What follows belongs to an exercise in optimizing a design on an open flow for a short achievable clock period and few clock cycles; a production flow would make more cautious choices.
In this exercise RTL edits were held to simulation tests only and were not proved equivalent to the original.
Power is estimated from default activity; no workload was simulated.

File: flow/constraint.sdc
create_clock -name core_clock -period 38.0 [get_ports {clk}]
set_input_delay 7.6000 -clock core_clock [delete_from_list [all_inputs] [get_ports {clk}]]
set_output_delay 7.6000 -clock core_clock [all_outputs]
set_load 0.01 [all_outputs]
File: flow/flow/run.sh
#!/bin/bash
# The standard layout (the standard.sh), with timing repair asked to leave
# a setup margin, so that it sizes and buffers the critical paths.
set -euo pipefail
bash standard.sh SETUP_SLACK_MARGIN=28 TNS_END_PERCENT=100 finish > standard_flow.log 2>&1
File: flow/design.v
module cpu(
    input clk,
    input reset,
    output [7:0] imem_addr,
    input [18:0] imem_data,
    output [7:0] dmem_addr,
    output [18:0] dmem_wdata,
    output dmem_we,
    input [18:0] dmem_rdata,
    output rf_we,
    output [2:0] rf_waddr,
    output [18:0] rf_wdata
);
    localparam [18:0] KEY = 19'b0011001010111010110;
    reg [7:0] pc;
    reg [18:0] ir;
    reg ir_valid;
    reg [7:0] ir_pcp1;
    reg [2:0] sp;
    reg [18:0] rf [0:7];
    reg x_we, x_ld, x_st, x_div;
    reg [2:0] x_rd;
    reg [7:0] x_imm;
    reg [18:0] x_a, x_b, x_sd;
    reg x_fa, x_fb;
    reg [11:0] x_sel;      
    reg [1:0] dv_ph;
    reg [18:0] dv_r;
    reg w_we;
    reg [2:0] w_rd;
    reg [18:0] w_data;
    assign imem_addr = pc;
    assign dmem_addr = x_imm;
    assign dmem_we = x_st;
    assign dmem_wdata = x_sd;
    assign rf_we = w_we;
    assign rf_waddr = w_rd;
    assign rf_wdata = w_data;
    wire [18:0] a = x_fa ? w_data : x_a;
    wire [18:0] b = x_fb ? w_data : x_b;
    wire [22:0] bm [0:15];
    assign bm[0] = 23'd0;
    genvar g;
    generate
        for (g = 1; g < 16; g = g + 1) begin : g_mult
            assign bm[g] = b * g;
        end
    endgenerate
    wire b_zero = (b == 19'd0);
    wire lt1 = {4'd0, a} < {b, 4'd0};
    wire lt2 = {8'd0, a} < {b, 8'd0};
    wire lt3 = {12'd0, a} < {b, 12'd0};
    wire lt4 = {16'd0, a} < {b, 16'd0};
    wire [2:0] d0_top = b_zero ? 3'd0 : lt1 ? 3'd0 : lt2 ? 3'd1 : lt3 ? 3'd2 : lt4 ? 3'd3 : 3'd4;
    wire [18:0] d0_r = (d0_top == 3'd0) ? a : (d0_top == 3'd1) ? {4'd0, a[18:4]} :
                       (d0_top == 3'd2) ? {8'd0, a[18:8]} : (d0_top == 3'd3) ? {12'd0, a[18:12]} :
                       {16'd0, a[18:16]};
    reg [22:0] dm [1:15];       
    reg [18:0] dv_a;            
    reg [2:0] dv_i;             
    reg [18:0] dv_q;            
    function [22:0] dstep;      
        input [22:0] r;
        input [22:0] m1, m2, m3, m4, m5, m6, m7, m8, m9, m10, m11, m12, m13, m14, m15;
        reg [23:0] t [1:15];
        reg [15:0] ge;
        reg [3:0] dig;
        reg [18:0] rem;
        integer j;
        begin
            t[1] = {1'b0, r} - {1'b0, m1};   t[2] = {1'b0, r} - {1'b0, m2};
            t[3] = {1'b0, r} - {1'b0, m3};   t[4] = {1'b0, r} - {1'b0, m4};
            t[5] = {1'b0, r} - {1'b0, m5};   t[6] = {1'b0, r} - {1'b0, m6};
            t[7] = {1'b0, r} - {1'b0, m7};   t[8] = {1'b0, r} - {1'b0, m8};
            t[9] = {1'b0, r} - {1'b0, m9};   t[10] = {1'b0, r} - {1'b0, m10};
            t[11] = {1'b0, r} - {1'b0, m11}; t[12] = {1'b0, r} - {1'b0, m12};
            t[13] = {1'b0, r} - {1'b0, m13}; t[14] = {1'b0, r} - {1'b0, m14};
            t[15] = {1'b0, r} - {1'b0, m15};
            ge[0] = 1'b1;
            for (j = 1; j < 16; j = j + 1) ge[j] = !t[j][23];
            ge[0] = 1'b1;
            dig = 4'd0;
            rem = (ge[1] ? 19'd0 : r[18:0]);
            for (j = 1; j < 15; j = j + 1) begin
                dig = dig | ((ge[j] && !ge[j+1]) ? j[3:0] : 4'd0);
                rem = rem | ((ge[j] && !ge[j+1]) ? t[j][18:0] : 19'd0);
            end
            dig = dig | (ge[15] ? 4'd15 : 4'd0);
            rem = rem | (ge[15] ? t[15][18:0] : 19'd0);
            dstep = {dig, rem};
        end
    endfunction
    wire [22:0] s0 = dstep({4'd0, d0_r}, bm[1], bm[2], bm[3], bm[4], bm[5], bm[6], bm[7], bm[8],
                           bm[9], bm[10], bm[11], bm[12], bm[13], bm[14], bm[15]);
    reg [3:0] nib1, nib2;
    always @(*) begin
        case (dv_i)
            3'd0: nib1 = dv_a[3:0];
            3'd1: nib1 = dv_a[7:4];
            3'd2: nib1 = dv_a[11:8];
            default: nib1 = dv_a[15:12];
        endcase
        case (dv_i)
            3'd1: nib2 = dv_a[3:0];
            3'd2: nib2 = dv_a[7:4];
            default: nib2 = dv_a[11:8];
        endcase
    end
    wire [22:0] s1 = dstep({dv_r, nib1}, dm[1], dm[2], dm[3], dm[4], dm[5], dm[6], dm[7], dm[8],
                           dm[9], dm[10], dm[11], dm[12], dm[13], dm[14], dm[15]);
    wire [22:0] s2 = dstep({s1[18:0], nib2}, dm[1], dm[2], dm[3], dm[4], dm[5], dm[6], dm[7], dm[8],
                           dm[9], dm[10], dm[11], dm[12], dm[13], dm[14], dm[15]);
    wire dv_first = (dv_ph == 2'd0);
    wire dv_last = dv_first ? (d0_top == 3'd0) : (dv_i <= 3'd1);
    wire [18:0] div_res = dv_first ? (b_zero ? 19'd0 : {15'd0, s0[22:19]}) :
                          (dv_i == 3'd0) ? {dv_q[14:0], s1[22:19]} :
                          {dv_q[10:0], s1[22:19], s2[22:19]};
    wire x_hold = x_div && !dv_last;
    always @(posedge clk or posedge reset) begin
        if (reset) begin
            dv_ph <= 2'd0;
        end else if (x_div) begin
            dv_ph <= dv_last ? 2'd0 : 2'd1;
        end
    end
    integer mi;
    always @(posedge clk) begin
        if (x_div) begin
            if (dv_first) begin
                for (mi = 1; mi < 16; mi = mi + 1) dm[mi] <= bm[mi];
                dv_a <= a;
                dv_i <= d0_top - 3'd1;
                dv_r <= s0[18:0];
                dv_q <= {15'd0, s0[22:19]};
            end else begin
                dv_i <= dv_i - 3'd2;
                dv_r <= s2[18:0];
                dv_q <= {dv_q[10:0], s1[22:19], s2[22:19]};
            end
        end
    end
    wire [18:0] r_add = a + b;
    wire [18:0] r_sub = a - b;
    wire [18:0] r_mul = a * b;
    wire [18:0] r_inc = a + 19'd1;
    wire [18:0] r_dec = a - 19'd1;
    wire [18:0] x_fast =
        ({19{x_sel[0]}} & r_add) |
        ({19{x_sel[1]}} & r_sub) |
        ({19{x_sel[4]}} & r_inc) |
        ({19{x_sel[5]}} & r_dec) |
        ({19{x_sel[6]}} & (a & b)) |
        ({19{x_sel[7]}} & (a | b)) |
        ({19{x_sel[8]}} & (a ^ b)) |
        ({19{x_sel[9]}} & (~a)) |
        ({19{x_sel[10]}} & (a ^ KEY)) |
        ({19{x_sel[11]}} & b);
    wire [18:0] x_res = x_fast | ({19{x_sel[2]}} & r_mul);
    wire [4:0] op = ir[18:14];
    wire [2:0] f_rs = ir[13:11];
    wire [2:0] f_rt = ir[10:8];
    wire [7:0] f_imm = ir[7:0];
    wire [2:0] f_rd = ir[7:5];
    wire [4:0] f_fn = ir[4:0];
    wire d_art = ir_valid && (op == 5'd0 || op == 5'd1);
    wire d_cry = ir_valid && (op == 5'd9);
    wire d_jmp = ir_valid && (op == 5'd2);
    wire d_beq = ir_valid && (op == 5'd3);
    wire d_bne = ir_valid && (op == 5'd4);
    wire d_call = ir_valid && (op == 5'd5);
    wire d_ret = ir_valid && (op == 5'd6);
    wire d_ld = ir_valid && (op == 5'd7);
    wire d_st = ir_valid && (op == 5'd8);
    wire d_imm = ir_valid && (op == 5'd10);
    wire d_alu = d_art || d_cry;
    wire [2:0] sp1 = sp + 3'd1;
    wire [2:0] ra = d_ret ? sp1 : f_rs;
    wire [2:0] rb = f_rt;
    wire [18:0] rfa = (w_we && w_rd == ra) ? w_data : rf[ra];
    wire [18:0] rfb = (w_we && w_rd == rb) ? w_data : rf[rb];
    wire xa_hit = x_we && x_rd == ra;
    wire xb_hit = x_we && x_rd == rb;
    wire x_slow = x_ld || x_div || x_sel[2];    
    wire [18:0] va = xa_hit ? x_fast : rfa;
    wire [18:0] vb = xb_hit ? x_fast : rfb;
    wire use_a_early = d_beq || d_bne || d_ret;
    wire use_b_early = d_beq || d_bne || d_st;
    wire stall = x_hold || (x_slow && ((use_a_early && xa_hit) || (use_b_early && xb_hit)));
    wire eq = (va == vb);
    wire taken = d_jmp || d_call || (d_beq && eq) || (d_bne && !eq);
    wire [7:0] pcp1 = pc + 8'd1;
    wire [7:0] next_pc = d_ret ? va[7:0] : (taken ? f_imm : pcp1);
    wire d_we = d_alu || d_call || d_ret || d_ld || d_imm;
    wire [2:0] d_rd = d_call ? sp : (d_ret ? sp1 : (d_art ? f_rd : f_rt));
    wire d_useimm = !d_alu;
    wire [18:0] d_bval = d_call ? {11'd0, ir_pcp1} : (d_ret ? 19'd0 : {11'd0, f_imm});
    reg [11:0] d_sel;
    always @(*) begin
        d_sel = 12'd0;
        if (d_alu) begin
            case (f_fn)
                5'd0: d_sel[0] = 1'b1;
                5'd1: d_sel[1] = 1'b1;
                5'd2: d_sel[2] = 1'b1;
                5'd3: d_sel[3] = 1'b1;
                5'd4: d_sel[4] = 1'b1;
                5'd5: d_sel[5] = 1'b1;
                5'd6: d_sel[6] = 1'b1;
                5'd7: d_sel[7] = 1'b1;
                5'd8: d_sel[8] = 1'b1;
                5'd9: d_sel[9] = 1'b1;
                5'd10: d_sel[10] = 1'b1;
                5'd11: d_sel[10] = 1'b1;
                5'd12: d_sel[11] = 1'b1;
                default: d_sel = 12'd0;
            endcase
        end else if (d_imm || d_call || d_ret) begin
            d_sel[11] = 1'b1;
        end
    end
    integer i;
    always @(posedge clk or posedge reset) begin
        if (reset) begin
            pc <= 8'd0;
            ir_valid <= 1'b0;
            sp <= 3'd7;
            x_we <= 1'b0; x_ld <= 1'b0; x_st <= 1'b0; x_div <= 1'b0;
            w_we <= 1'b0;
            for (i = 0; i < 8; i = i + 1) rf[i] <= 19'd0;
        end else begin
            if (w_we) rf[w_rd] <= w_data;
            w_we <= x_we && !x_hold;
            if (!x_hold) begin
                x_we <= d_we && !stall;
                x_ld <= d_ld && !stall;
                x_st <= d_st && !stall;
                x_div <= d_alu && (f_fn == 5'd3) && !stall;
            end
            if (!stall) begin
                pc <= next_pc;
                ir_valid <= 1'b1;
                if (d_call) sp <= sp - 3'd1;
                else if (d_ret) sp <= sp1;
            end
        end
    end
    always @(posedge clk) begin
        w_rd <= x_rd;
        w_data <= x_ld ? dmem_rdata : (x_div ? div_res : x_res);
        if (!x_hold) begin
            x_rd <= d_rd;
            x_imm <= f_imm;
            x_a <= rfa;
            x_b <= d_useimm ? d_bval : rfb;
            x_fa <= xa_hit && d_alu;
            x_fb <= xb_hit && d_alu;
            x_sd <= vb;
            x_sel <= d_sel;
        end
        if (!stall) begin
            ir <= imem_data;
            ir_pcp1 <= pcp1;
        end
    end
endmodule
File: flow/standard.sh
#!/bin/bash
# synth_recipe.tcl (not shown) runs the flow's synth.tcl, then flattens the netlist and writes it again
# the make line also repeats each setting of config.mk as NAME=value (left out here)
make -C /OpenROAD-flow-scripts/flow DESIGN_CONFIG=/design/flow/config.mk WORK_HOME=/design/flow/orfs CLKGATE_MAP_FILE= SYNTH_SCRIPT=/design/flow/synth_recipe.tcl "${@:-finish}"
File: flow/config.mk
export PLATFORM = sky130hd
export DESIGN_NAME = cpu
export DESIGN_NICKNAME = cpu
export VERILOG_FILES = /design/flow/design.v
export SDC_FILE = /design/flow/constraint.sdc
export NUM_CORES = 4
export LEC_CHECK = 0
export CAP_MARGIN = 20
export CORE_MARGIN = 2
export CORE_UTILIZATION = 40
export SLEW_MARGIN = 20
==> results.yml, run 1 <==
die:
  fp.dieArea_mm2: 0.214
  dieHeight_um: 462
  core_mm2: 0.209
  start_util: 0.402
  die_x_um: 462
  core.rowCount: 168
  io_pins: 99
final_layout:
  drive_above_1_share: 0.0875
  final_cell_area_mm2: 0.0934
  nets: 11883
  stdcell_count: 13278
  synthToLayoutAreaGrowth_pct: 11.1
grt:
  grt_pass1_wl_um: 638000
  grt_max_degree: 149
  grt_use_total: 0.416
  grt_overflow: 0
  grt_pass1_vias: 84655
  antenna_found_initial: 41
synthesis:
  synthMuxAreaShare: 0.0380
  synthTopCellsByArea: "ha_1, edfxtp_1, xnor2_1, fa_1, dfrtp_1"
  yosys_most_used_dff: "edfxtp_1"
  synth.avg_cell_area_um2: 8.27
  synthXorXnorAreaFrac: 0.0847
  yosys.area.top_type: "ha_1"
  synth_seq_cells: 523
  mappedNetlistArea_mm2: 0.0840
  yosys_warnings: 6
  ys_types: 117
  synth-edff-count: 320
  synth_top_family_by_area: "compound AO/OA/AOI/OAI gates"
  synthAdderAreaFrac: 0.235
  async_flop_share: 0.325
  synth_top_area_frac: 0.179
  synthSimpleGateAreaFrac: 0.154
  synth-compound-area-share: 0.260
  syn_nets: 11641
  syn_inst: 10163
  ys_seq_area_frac: 0.173
routing:
  drt-pass1-iter-count: 9
  avgRoutedWirePerCell_um: 34.9
  wirelength_um: 464000
  drtIter0Drc: 10147
  drc: 0
  num_vias: 87086
  ant_nets: 0
  vias_per_cell: 6.56
sta:
  slew_headroom: 0.158
  max_freq_mhz: 100
  tightest_slew_ps: 1260
  fin_ws_ps: 28030
  finalSetupViolCount: 0
  tns_ps: 0
  fin_skew_ps: 58.6
  post-route-period-util: 0.262
  rsz0062_at_grt: "yes"
  layout_min_cycle_time_ps: 9970
  slew_viol_final: 0
  hold_viol_final: 0
clock_network:
  cts_tree: "yes"
  cts.clk_slew.worst_paths_ps: 70
  cts_htree_levels: 2
  clock_sinks: 523
  insertion_delay_ps: 760
  root_buffer: "clkbuf_16"
  cts-buffers-inserted: 60
  clock_path_buffers: 3
place:
  place_inst: 13112
  numPortBuffers: 98
  dpl_cell_area_mm2: 0.0903
  dpl_worst_slack_ps: 26030
  hpwl_um: 373000
  place_congestion: 1.05
power_and_ir_drop:
  ir_worst_vdd_uv: 76.6
  p_leak_nw: 42.0
  power_mw: 8.21
  powerDensity_mw_per_mm2: 87.9
worst_hold_path:
  hold_path_class: "flip-flop to flip-flop"
  min_from: "x_rd[1]"
status:
  status: "complete, no violations"
setup_path:
  slowest_delay_ps: 590
  critPathMaxFanout: 18
  startpoint_type: "flip-flop"
  slowest_stage: "xnor2_2"
  path_class: "flip-flop to flip-flop"
  cp_top_family: "compound AO/OA/AOI/OAI gates"
  endpoint_kind: "flip-flop"
  path_common_cell: "buf_4"
  required_ps: 38460
  timing.critical_path.buf_inv: 8
  reg2reg_from: "x_fb"
  crit_start: "x_fb"
  cp.arrival_ps: 10440
run:
  cap_violations: 0
-- layout make-up --
| type | count | area [um^2] |
|---|---|---|
| flip-flops and latches | 523 | 14500 |
| inverters | 930 | 3530 |
| repair buffers | 468 | 3800 |
| clock buffers | 73 | 1610 |
| well taps | 2805 | 3510 |
| clock inverters | 41 | 532 |
| fillers | 20725 | 116000 |
| diodes | 16 | 40.0 |
| multi-input cells | 8422 | 65800 |
-- kinds of logic (layout without fill, tap and decap cells) --
kind of cell	Yosys count	in the layout
AO/OA/AOI/OAI	3241	3241
XOR/XNOR	813	813
adder cells (fa/ha/maj)	1438	1438
buffers and inverters	1218	1512
flip-flops	523	523
multiplexers	288	288
other	0	16
AND/OR/NAND/NOR	2642	2642
-- per-stage QoR --
step,hold slack (ps),utilization
after detailed placement,467,0.432
after floorplan,433,-
after global placement,476,0.432
after global routing,504,0.446
final,485,0.447
after CTS,479,0.444
-- synthesized netlist by cell type (113+ instances only) --
library cell / n
a21o_1: 352
a21oi_1: 753
a221oi_1: 113
clkbuf_1: 234
dfrtp_1: 167
edfxtp_1: 320
fa_1: 235
ha_1: 1203
inv_1: 916
mux2_2: 167
nand2_1: 711
nand2b_1: 149
nand3_1: 181
nor2_1: 695
nor2b_1: 145
nor3_1: 195
o21a_1: 192
o21ai_0: 575
xnor2_1: 549
xor2_1: 264
-- state kept, by name, indices dropped and copies added, names as in the netlist, 3 cells and up, named ones only --
name / flops
dm: 159
dv_a: 16
dv_i: 3
dv_q: 15
dv_r: 19
ir: 19
ir_pcp1: 8
pc: 8
rf: 152
sp: 3
w_data: 19
w_rd: 3
x_a: 19
x_b: 19
x_imm: 8
x_rd: 3
x_sd: 19
x_sel: 11
-- routing by layer --
layer	wire (um)	vias to the layer above	global-route usage	share of wire
met2	204000	5015	0.659	0.44
met1	171000	42541	0.484	0.37
met3	45100	1519	0.100	0.097
met4	43500	30	0.321	0.094
met5	201	-	0	0.00043
li1	-	37981	-	-
-- placed cells by master (no fill, tap or decap), types with 166 or more instances in the layout --
cell / count
nand3_1: 179
ha_1: 1202
fa_1: 235
a21oi_1: 746
xor2_1: 262
o21a_1: 192
a21o_1: 352
xnor2_1: 546
nor3_1: 185
inv_1: 906
o21ai_0: 566
nand2_1: 708
nor2_1: 688
buf_4: 360
mux2_2: 166
edfxtp_1: 320
-- what timing repair did --
action | CTS | global route
hold buffers | 0 | 0
buffers inserted | 22 | 13
pin swaps | 6 | 6
endpoints found under the setup margin | 27 | 28
resized for setup | 67 | 71
endpoints found under the hold margin | 0 | 0
-- path summary, 6_finish.rpt --
kind,endpoint,slack (ps),depth (start not counted)
setup / recovery,dv_r[17],28030,33
hold / removal,w_rd[1],480,0
setup reg to reg,dv_r[17],28030,33
hold reg to reg,w_rd[1],480,0
max in group asynchronous,x_div,29360,3
min in group asynchronous,rf[5][17],7240,2
-- report_power, final --
group	total, mW	internal, mW	switching, mW
registers	0.830	0.739	0.0908
clock network	0.655	0.361	0.293
logic	6.73	2.35	4.37
Testbench counts, summed over its fixed seeds: cycles 12,128.
==> run 2, diff against run 1 <==
==> flow/run.sh (new file) <==
#!/bin/bash
# synth_recipe.tcl (not shown) runs the flow's synth.tcl, then flattens the netlist and writes it again
# the make line also repeats each setting of config.mk as NAME=value (left out here)
make -C /OpenROAD-flow-scripts/flow DESIGN_CONFIG=/design/flow/config.mk WORK_HOME=/design/flow/orfs CLKGATE_MAP_FILE= SYNTH_SCRIPT=/design/flow/synth_recipe.tcl finish
removed: flow/flow/run.sh
removed: flow/standard.sh
==> run 2 against run 1 <==
- die area is the same
- still clean
- combinational power decreased by 3%
- sequential share of layout area rose by 0.15 points
- routed wire length fell by 1.1%
- flip-flop and latch count is the same
- critical path type unchanged
- non-clock buffer count decreased by 37
- final cell count fell by 0.26%
==> results.yml, run 2 <==
clock_network:
  cts_tree: "yes"
  root_buffer: "clkbuf_16"
  cts_setup_buffers: 0
  cts_resized: 0
  cts_htree_levels: 2
  cts-buffers-inserted: 59
  clock_sinks: 523
  clock_path_buffers: 3
  cts.clk_slew.worst_paths_ps: 70
  ctsHoldBuffers: 0
  insertion_delay_ps: 750
final_layout:
  synthToLayoutAreaGrowth_pct: 10.1
  final_cell_area_mm2: 0.0925
  stdcell_count: 13243
  drive_above_1_share: 0.0767
  top_register: "dm"
  mostFrequentLayoutCells: "ha_1, inv_1, a21oi_1, nand2_1, nor2_1"
  largest_reg_flops: 159
  nets: 11845
  final_common_cell: "ha_1"
  top_regs: "dm: 159 flops, rf: 152 flops"
  fin_util: 0.442
sta:
  tightest_slew_ps: 1250
  fin_skew_ps: 66.1
  tns_ps: 0
  max_freq_mhz: 80.9
  finalSetupViolCount: 0
  rsz0062_at_grt: "no"
  worst_hold_slack_ps: 501
  fin_ws_ps: 25640
  slew_viol_final: 0
  post-route-period-util: 0.325
  slew_headroom: 0.161
  layout_min_cycle_time_ps: 12360
  hold_viol_final: 0
routing:
  drc: 0
  wirelength_um: 459000
  num_vias: 86662
  drtIter0Drc: 9470
  drt-pass1-iter-count: 8
  wl_met3_um: 43600
  m1WireLength_um: 172000
  vias_per_cell: 6.54
  wl_met2_um: 202000
  avgRoutedWirePerCell_um: 34.6
  dr.max_layer_used: "met5"
  ant_nets: 0
synthesis:
  ys_seq_area_frac: 0.173
  ys_types: 117
  yosys.cell_count.top_type: "ha_1"
  yosys_warnings: 6
  syn_inst: 10163
  yosys.area.top_type: "ha_1"
  syn_nets: 11641
  yosys_most_used_dff: "edfxtp_1"
  synth.avg_cell_area_um2: 8.27
  mappedNetlistArea_mm2: 0.0840
  async_flop_share: 0.325
  synth-edff-count: 320
  synth_top_area_frac: 0.179
  synth_common_cells: "ha_1, inv_1, a21oi_1"
  synthTopCellsByArea: "ha_1, edfxtp_1, xnor2_1, fa_1, dfrtp_1"
  synth_seq_cells: 523
grt:
  grt_overflow: 0
  grt_pass1_vias: 83783
  antenna_found_initial: 35
  grt_max_degree: 72
  grt_pass1_wl_um: 633000
  grt_use_total: 0.412
place:
  numPortBuffers: 98
  dpl_worst_slack_ps: 25910
  place_congestion: 1.06
  place_inst: 13110
  dpl_cell_area_mm2: 0.0903
  hpwl_um: 372000
setup_path:
  path_common_cell: "nor2_1"
  critPathMaxFanout: 12
  path_class: "flip-flop to flip-flop"
  slowest_delay_ps: 830
  required_ps: 38420
  startpoint_type: "flip-flop"
  slowest_stage: "o31ai_1"
  endpoint_kind: "flip-flop"
  cp.arrival_ps: 12780
die:
  fp.dieArea_mm2: 0.214
  dieHeight_um: 462
  start_util: 0.402
  core.rowCount: 168
  die_x_um: 462
  io_pins: 99
  core_mm2: 0.209
power_and_ir_drop:
  ir_worst_vdd_uv: 93.4
  power_mw: 8.02
  p_leak_nw: 41.7
  powerDensity_mw_per_mm2: 86.7
status:
  status: "complete, no violations"
run:
  cap_violations: 0
worst_hold_path:
  hold_path_class: "flip-flop to flip-flop"
==> run 2: cell families (layout without fill, tap and decap cells) <==
family                   Yosys count  count (layout)  share of synthesized area
XOR/XNOR                         813             813                     0.0847
AND/OR/NAND/NOR                 2642            2642                      0.154
other                              0              20                          0
flip-flops                       523             523                      0.173
AO/OA/AOI/OAI                   3241            3241                      0.260
buffers and inverters           1218            1473                     0.0551
multiplexers                     288             288                     0.0380
adder cells (fa/ha/maj)         1438            1438                      0.235
==> run 2: path summary, 6_finish.rpt <==
check	start	to	slack, ps	cells after the start
max in group asynchronous	reset	dv_ph[0]	28530	4
setup / recovery	dv_i[0]	dv_r[16]	25640	34
setup reg to reg	dv_i[0]	dv_r[16]	25640	34
hold reg to reg	x_rd[0]	w_rd[0]	500	0
min in group asynchronous	reset	rf[2][12]	7280	2
hold / removal	x_rd[0]	w_rd[0]	500	0
==> run 2: power breakdown <==
part,total [mW],switching (mW),leakage [nW],internal (mW)
Sequential,0.839,0.0999,5.68,0.739
Combinational,6.53,4.25,35.0,2.29
Clock,0.648,0.300,1.01,0.348
==> run 2: cell type report <==
class	count	area (um^2)
clock buffer	62	1520
tap	2805	3510
antenna	20	50.0
multi-input combinational	8422	65300
clock inverter	50	619
inverter	930	3500
timing repair buffer	431	3480
fill	20845	117000
sequential	523	14500
==> run 2: critical path, delay by kind of cell (launching register included) <==
kind	cells	cell delay, ps
AO/OA/AOI/OAI	17	5920
adder cells (fa/ha/maj)	2	580
AND/OR/NAND/NOR	9	2860
buffers and inverters	6	2040
flip-flops	1	600
==> run 2: routing by layer <==
metal,global-route usage,vias up
met5,0,-
met4,0.302,22
met3,0.0961,1349
met2,0.652,4870
met1,0.486,42530
li1,-,37891

separate check: timing with driven ports:
No port has a modelled driver above. Below, the same layouts with a new extraction and two added sets of constraints.
Step 1: set_driving_cell puts a clkbuf_16 on clk and a buf_2 on each other input, an assumption about the parent block.
Step 2 times the ports against the registers' clock, not the clock port: input delays grow and output delays shrink by t, the midpoint of the rising clock arrivals with the driver on.
a / b / c = no drivers / after step 1 / after step 2; a / b = the first two.
run	shift t [ns]	setup slack, ns	hold WS [ns]	worst data-port slew with drivers (ns)
run 1	0.824	28.025 / 27.966 / 28.025	0.485 / 0.485 / 0.485	0.06
run 2	0.797	25.645 / 25.645 / 25.645	0.501 / 0.501 / 0.501	0.16
After both steps setup and hold are still met in every run listed.
